Background: an optimization exercise with open tools, aiming at small area. Do not read the settings as production practice. At most, simulation tests tie the RTL to the original design; equivalence was not proved.

==> inputs of v13 <==
==> flow/design.v <==
module shiftregister(sysclk, rst, reset_led, reset_score, button0, button1, button2,
led0, led1, led2, led3, led4, led5, led6,
led8, led9, led10, led11, led12, led13, led14, led15,
led16, led17, led18, led19, led20, led21, led22, led23,
seg_a, seg_b, seg_c, seg_d, seg_e, seg_f, seg_g,
an3, an2, an1, an0);
input sysclk, reset_led, reset_score, button0, button1, button2;
input rst;
output led0, led1, led2, led3, led4, led5, led6;
output led8, led9, led10, led11, led12, led13, led14, led15;
output led16, led17, led18, led19, led20, led21, led22, led23;
output seg_a, seg_b, seg_c, seg_d, seg_e, seg_f, seg_g, an3, an2, an1, an0;
reg [13:0] cnt;
wire [14:0] cy;
assign cy[0] = 1'b1;
genvar k;
generate for (k = 0; k < 14; k = k + 1) begin : gc
	assign cy[k+1] = cy[k] & cnt[k];
end endgenerate
always @(posedge sysclk)
	cnt <= rst ? 14'd0 : cnt ^ cy[13:0];
wire tick = (cnt[5:0] == 6'h1f);        
wire step = cy[13] & ~cnt[13];          
reg [6:0] j;
wire wrap = j[6] & j[5] & j[3];         
wire adv = step & ~reset_led;
always @(posedge sysclk)
	if (rst) j <= 7'd16;
	else if (adv) j <= wrap ? 7'd16 : j + 1'b1;
wire b0 = j[0], b1 = j[1], p0 = j[2], p1 = j[3], s0 = j[5], s1 = j[6];
wire n0 = (~s1 & ~s0 & ~b1 & ~b0)
        | (~s1 &  s0 & ~(p1 & p0) & ~b0)
        | ( s1 & ~s0 & ~p1 & ~p0 & ~b0)
        | ( s1 & ~s0 & ~p1 &  p0 & ~b1)
        | ( s1 & ~s0 &  p1 & ~p0 & b1 & ~b0)
        | ( s1 &  s0 & ~p0 & ~b1);
wire n1 = (~s1 &  s0 & ~(p1 & p0) & b1 & b0)
        | ( s1 & ~s0 & ~p1 & ~p0 & b1 & b0)
        | ( s1 & ~s0 & ~p1 &  p0 & b1 & ~b0)
        | ( s1 & ~s0 &  p1 & ~p0 & ~(b1 & ~b0));
wire n2 = (~s1 & ~s0 & b1 & ~b0)
        | (~s1 &  s0 & ((p1 & p0) | ~b0))
        | ( s1 & ~s0 & ~p1 & ~p0 & ~b1 & ~b0)
        | ( s1 & ~s0 & ~p1 &  p0 & b1 & b0)
        | ( s1 & ~s0 &  p1 & ~p0 & b1 & ~b0)
        | ( s1 & ~s0 &  p1 &  p0)
        | ( s1 &  s0 & ~p1 & ~p0 & ~b1);
reg [7:0] temp0, temp1, temp2;
wire ld = step & ~reset_led & ~rst;     
wire hd = ~step & ~rst;                  
always @(posedge sysclk) begin
	temp0 <= ({8{ld}} & {n0, temp0[7:1]}) | ({8{hd}} & temp0);
	temp1 <= ({8{ld}} & {n1, temp1[7:1]}) | ({8{hd}} & temp1);
	temp2 <= ({8{ld}} & {n2, temp2[7:1]}) | ({8{hd}} & temp2);
end
assign {led6, led5, led4, led3, led2, led1, led0} = temp0[6:0];
assign {led15, led14, led13, led12, led11, led10, led9, led8} = temp1;
assign {led23, led22, led21, led20, led19, led18, led17, led16} = temp2;
reg [15:0] ps;
reg [1:0] op;       
wire hit  = (temp0[0] & button0) | (temp1[0] & button1) | (temp2[0] & button2);
wire miss = (~temp0[0] & button0) | (~temp1[0] & button1) | (~temp2[0] & button2);
wire nz = |ps;
wire up = op[0] & ~op[1];
wire dn = op[1] & ~op[0] & nz;
wire clr = rst | (tick & op[0] & op[1]);
wire n9 = ps[3] & ps[0];                
wire nzero = ~ps[3] & ~ps[2] & ~ps[1] & ~ps[0];
wire sp = up ? n9 : nzero;
wire [15:0] x = ps ^ {16{dn}};
wire ud = up | dn;
wire [15:0] tg;
assign tg[0] = ud;
assign tg[1] = ud & ~sp & x[0];
assign tg[2] = ud & ~sp & x[0] & x[1];
assign tg[3] = ud & (sp | (x[0] & x[1] & x[2]));
assign tg[4] = ud & sp;
generate for (k = 5; k < 16; k = k + 1) begin : gs
	assign tg[k] = tg[k-1] & x[k-1];
end endgenerate
always @(posedge sysclk) begin
	ps <= clr ? 16'd0 : ps ^ (tg & {16{tick}});
	if (rst) op <= 2'd0;
	else if (tick) op <= reset_score ? 2'd3 : hit ? 2'd1 : miss ? 2'd2 : 2'd0;
end
reg shown;
always @(posedge sysclk)
	shown <= ~rst & (shown | tick);
wire [2:0] ph = cnt[7:5] - 1'b1;
wire [1:0] d = ph[2:1];
wire [3:0] dig = d[1] ? (d[0] ? ps[15:12] : ps[11:8]) : (d[0] ? ps[7:4] : ps[3:0]);
assign an0 = ~(shown & (d == 2'd0));
assign an1 = ~(shown & (d == 2'd1));
assign an2 = ~(shown & (d == 2'd2));
assign an3 = ~(shown & (d == 2'd3));
reg [6:0] out;
always @* case (dig)
	4'd1: out = 7'b1001111;
	4'd2: out = 7'b0010010;
	4'd3: out = 7'b0000110;
	4'd4: out = 7'b1001100;
	4'd5: out = 7'b0100100;
	4'd6: out = 7'b0100000;
	4'd7: out = 7'b0001111;
	4'd8: out = 7'b0000000;
	4'd9: out = 7'b0000100;
	default: out = 7'b0000001;
endcase
assign {seg_a, seg_b, seg_c, seg_d, seg_e, seg_f, seg_g} = out;
endmodule
==> flow/run.sh <==
#!/bin/bash
# synth_recipe.tcl (not shown) runs the flow's synth.tcl, then flattens the netlist and writes it again
# the make line also repeats each setting of config.mk as NAME=value (left out here)
make -C /OpenROAD-flow-scripts/flow DESIGN_CONFIG=/design/flow/config.mk WORK_HOME=/design/flow/orfs CLKGATE_MAP_FILE= SYNTH_SCRIPT=/design/flow/synth_recipe.tcl finish
==> flow/config.mk <==
export PLATFORM = sky130hd
export DESIGN_NAME = shiftregister
export DESIGN_NICKNAME = shiftregister
export VERILOG_FILES = /design/flow/design.v
export SDC_FILE = /design/flow/constraint.sdc
export NUM_CORES = 4
export LEC_CHECK = 0
export CAP_MARGIN = 20
export CORE_MARGIN = 2
export CORE_UTILIZATION = 40
export SLEW_MARGIN = 20
==> flow/constraint.sdc <==
create_clock -name core_clock -period 10.0 [get_ports {sysclk}]
set_input_delay 2.0000 -clock core_clock [delete_from_list [all_inputs] [get_ports {sysclk}]]
set_output_delay 2.0000 -clock core_clock [all_outputs]
set_load 0.01 [all_outputs]
==> v25: changes against v13 <==
==> flow/design.v (replaced) <==
module shiftregister(sysclk, rst, reset_led, reset_score, button0, button1, button2,
led0, led1, led2, led3, led4, led5, led6,
led8, led9, led10, led11, led12, led13, led14, led15,
led16, led17, led18, led19, led20, led21, led22, led23,
seg_a, seg_b, seg_c, seg_d, seg_e, seg_f, seg_g,
an3, an2, an1, an0);
input sysclk, reset_led, reset_score, button0, button1, button2;
input rst;
output led0, led1, led2, led3, led4, led5, led6;
output led8, led9, led10, led11, led12, led13, led14, led15;
output led16, led17, led18, led19, led20, led21, led22, led23;
output seg_a, seg_b, seg_c, seg_d, seg_e, seg_f, seg_g, an3, an2, an1, an0;
localparam [88:0] PAT0 = 89'b00000001100000100001101010000010000110101000001010101010100000101010101010001000100010001;
localparam [88:0] PAT1 = 89'b00000000000001011010010000000101101001000000010001000100000001000100010000000000000000000;
localparam [88:0] PAT2 = 89'b00000001111110100100000011111010010000001111101010101010111110101010101010100010001000100;
reg [13:0] cnt;
always @(posedge sysclk)
	if (rst) cnt <= 0;
	else cnt <= cnt + 1'b1;
wire tick = (cnt[5:0] == 6'h3f >> 1);       
wire step = (cnt == 14'h1fff);               
reg [6:0] i;
wire wrap = i[6] & i[4] & i[3];              
wire [6:0] ni = wrap ? 7'd0 : i;             
always @(posedge sysclk)
	if (rst) i <= 0;
	else if (step & ~reset_led) i <= wrap ? 7'd0 : i + 1'b1;
reg [7:0] temp0, temp1, temp2;
always @(posedge sysclk)
	if (rst | (step & reset_led)) begin
		temp0 <= 0; temp1 <= 0; temp2 <= 0;
	end else if (step) begin
		temp0 <= {PAT0[ni], temp0[7:1]};
		temp1 <= {PAT1[ni], temp1[7:1]};
		temp2 <= {PAT2[ni], temp2[7:1]};
	end
assign {led6, led5, led4, led3, led2, led1, led0} = temp0[6:0];
assign {led15, led14, led13, led12, led11, led10, led9, led8} = temp1;
assign {led23, led22, led21, led20, led19, led18, led17, led16} = temp2;
reg [15:0] ps;
reg [1:0] op;       
wire hit  = (temp0[0] & button0) | (temp1[0] & button1) | (temp2[0] & button2);
wire miss = (~temp0[0] & button0) | (~temp1[0] & button1) | (~temp2[0] & button2);
reg [15:0] sc;      
always @* begin
	sc = ps;
	case (op)
	2'd1: sc = ps + ((ps[3:0] == 4'd9) ? 16'd7 : 16'd1);
	2'd2: if (ps != 0) sc = ps - ((ps[3:0] == 4'd0) ? 16'd7 : 16'd1);
	2'd3: sc = 0;
	default: ;
	endcase
end
always @(posedge sysclk)
	if (rst) begin
		ps <= 0; op <= 0;
	end else if (tick) begin
		ps <= sc;
		op <= reset_score ? 2'd3 : hit ? 2'd1 : miss ? 2'd2 : 2'd0;
	end
reg shown;
always @(posedge sysclk)
	if (rst) shown <= 0;
	else if (tick) shown <= 1;
wire [2:0] ph = cnt[7:5] - 1'b1;
wire [1:0] d = ph[2:1];
reg [3:0] dig;
always @* case (d)
	2'd0: dig = ps[3:0];
	2'd1: dig = ps[7:4];
	2'd2: dig = ps[11:8];
	default: dig = ps[15:12];
endcase
assign an0 = ~(shown & (d == 2'd0));
assign an1 = ~(shown & (d == 2'd1));
assign an2 = ~(shown & (d == 2'd2));
assign an3 = ~(shown & (d == 2'd3));
reg [6:0] out;
always @* case (dig)
	4'd1: out = 7'b1001111;
	4'd2: out = 7'b0010010;
	4'd3: out = 7'b0000110;
	4'd4: out = 7'b1001100;
	4'd5: out = 7'b0100100;
	4'd6: out = 7'b0100000;
	4'd7: out = 7'b0001111;
	4'd8: out = 7'b0000000;
	4'd9: out = 7'b0000100;
	default: out = 7'b0000001;
endcase
assign {seg_a, seg_b, seg_c, seg_d, seg_e, seg_f, seg_g} = out;
endmodule
==> v27: changes against v13 <==
==> flow/design.v (replaced) <==
module shiftregister(sysclk, rst, reset_led, reset_score, button0, button1, button2,
led0, led1, led2, led3, led4, led5, led6,
led8, led9, led10, led11, led12, led13, led14, led15,
led16, led17, led18, led19, led20, led21, led22, led23,
seg_a, seg_b, seg_c, seg_d, seg_e, seg_f, seg_g,
an3, an2, an1, an0);
input sysclk, reset_led, reset_score, button0, button1, button2;
input rst;
output led0, led1, led2, led3, led4, led5, led6;
output led8, led9, led10, led11, led12, led13, led14, led15;
output led16, led17, led18, led19, led20, led21, led22, led23;
output seg_a, seg_b, seg_c, seg_d, seg_e, seg_f, seg_g, an3, an2, an1, an0;
localparam [88:0] PAT0 = 89'b00000001100000100001101010000010000110101000001010101010100000101010101010001000100010001;
localparam [88:0] PAT1 = 89'b00000000000001011010010000000101101001000000010001000100000001000100010000000000000000000;
localparam [88:0] PAT2 = 89'b00000001111110100100000011111010010000001111101010101010111110101010101010100010001000100;
reg [13:0] cnt;
always @(posedge sysclk)
	if (rst) cnt <= 0;
	else cnt <= cnt + 1'b1;
wire tick = (cnt[5:0] == 6'h3f >> 1);       
wire step = (cnt == 14'h1fff);               
reg [6:0] i;
wire wrap = i[6] & i[4] & i[3];              
wire [6:0] ni = wrap ? 7'd0 : i;             
always @(posedge sysclk)
	if (rst) i <= 0;
	else if (step & ~reset_led) i <= wrap ? 7'd0 : i + 1'b1;
reg [7:0] temp0, temp1, temp2;
always @(posedge sysclk)
	if (rst | (step & reset_led)) begin
		temp0 <= 0; temp1 <= 0; temp2 <= 0;
	end else if (step) begin
		temp0 <= {PAT0[ni], temp0[7:1]};
		temp1 <= {PAT1[ni], temp1[7:1]};
		temp2 <= {PAT2[ni], temp2[7:1]};
	end
assign {led6, led5, led4, led3, led2, led1, led0} = temp0[6:0];
assign {led15, led14, led13, led12, led11, led10, led9, led8} = temp1;
assign {led23, led22, led21, led20, led19, led18, led17, led16} = temp2;
reg [15:0] ps;
reg [1:0] op;       
wire hit  = (temp0[0] & button0) | (temp1[0] & button1) | (temp2[0] & button2);
wire miss = (~temp0[0] & button0) | (~temp1[0] & button1) | (~temp2[0] & button2);
reg [15:0] sc;      
always @* begin
	sc = ps;
	case (op)
	2'd1: sc = ps + ((ps[3:0] == 4'd9) ? 16'd7 : 16'd1);
	2'd2: if (ps != 0) sc = ps - ((ps[3:0] == 4'd0) ? 16'd7 : 16'd1);
	2'd3: sc = 0;
	default: ;
	endcase
end
always @(posedge sysclk)
	if (rst) begin
		ps <= 0; op <= 0;
	end else if (tick) begin
		ps <= sc;
		op <= reset_score ? 2'd3 : hit ? 2'd1 : miss ? 2'd2 : 2'd0;
	end
reg shown;
always @(posedge sysclk)
	if (rst) shown <= 0;
	else if (tick) shown <= 1;
wire [2:0] ph = cnt[7:5] - 1'b1;
wire [1:0] d = ph[2:1];
reg [3:0] dig;
always @* case (d)
	2'd0: dig = ps[3:0];
	2'd1: dig = ps[7:4];
	2'd2: dig = ps[11:8];
	default: dig = ps[15:12];
endcase
assign an0 = ~(shown & (d == 2'd0));
assign an1 = ~(shown & (d == 2'd1));
assign an2 = ~(shown & (d == 2'd2));
assign an3 = ~(shown & (d == 2'd3));
reg [6:0] out;
always @* case (dig)
	4'd1: out = 7'b1001111;
	4'd2: out = 7'b0010010;
	4'd3: out = 7'b0000110;
	4'd4: out = 7'b1001100;
	4'd5: out = 7'b0100100;
	4'd6: out = 7'b0100000;
	4'd7: out = 7'b0001111;
	4'd8: out = 7'b0000000;
	4'd9: out = 7'b0000100;
	default: out = 7'b0000001;
endcase
assign {seg_a, seg_b, seg_c, seg_d, seg_e, seg_f, seg_g} = out;
endmodule
--- a/flow/config.mk
+++ b/flow/config.mk
@@ -9,3 +9,4 @@
 export CORE_MARGIN = 2
 export CORE_UTILIZATION = 40
+export CTS_BUF_LIST = sky130_fd_sc_hd__clkbuf_2 sky130_fd_sc_hd__clkbuf_4
 export SLEW_MARGIN = 20
==> summary.txt <==
WL/cell approximately 14 um; crit path max fanout 6; worst setup path endpoint seg_c; outcome timing/DRC/antenna clean; global-route wire length before repair between 10 and 15 mm; final instance area slightly below 4000 um^2; die height around 94 um; tap cells 102; core area about 8000 um^2; Synth Net Count 370; Worst path max stage delay a little over 700 ps; Cell variety after synth 56; Final min period ~5200 ps; most frequent cells in the layout 64 x dfxtp_1, 40 x clkdlybuf4s50_1, 36 x nor2_1; simple-gate share of the synthesized area roughly a fifth; Leak around 1.5 nW; Starting Density 41.5%; WL met3 443 um
Source of the figures above: v13

==> summary.txt <==
WL met3 slightly below 400 um; crit path max fanout 7; Final min period roughly 5500 ps; die height just over 100 um; outcome timing/DRC/antenna clean; simple-gate share of the synthesized area between 20 and 30%; most frequent cells in the layout 76 x nand2_1, 64 x dfxtp_1, 53 x a21oi_1; Cell variety after synth 55; Worst path max stage delay roughly 640 ps; Starting Density slightly above 40%
Source of the figures above: v27

==> summary.txt <==
outcome timing/DRC/antenna clean; Synth Net Count around 540; WL/cell roughly 14 um; Leak approximately 1.7 nW; WL met3 ~400 um; Worst path max stage delay 640 ps; global-route wire length before repair 15.3 mm; Starting Density roughly two fifths; crit path max fanout 7; Final min period 5390 ps
Source of the figures above: v25

No functional check of the RTL was part of v13.

[what the ideal ports hide]
Ports are ideal in the flow. The routed layouts listed here were re-timed in OpenROAD. Step 1 assumes that a clkbuf_16 drives the clock port and a buf_2 every other input. Step 2 adds t to the input delays and takes it off the output delays; t is the mean of the earliest and latest rising clock arrival at the registers after step 1. Input paths then give back, and output paths get back, about the clock's delay inside the block. a / b / c = ideal / step 1 / step 2; a / b = the first two.
run	shift t [ns]	setup WS [ns]	worst setup path at the end	clock arrival spread, ns	worst register clock-pin slew, ns
v13	0.366	4.757 / 4.726 / 5.092	register to output	0.007 / 0.007	0.08 / 0.08
v25	0.372	4.609 / 4.577 / 4.950	register to output	0.009 / 0.009	0.08 / 0.08
v27	0.431	4.536 / 4.507 / 4.938	register to output	0.016 / 0.016	0.12 / 0.12
After both steps setup and hold are still met in every run listed.
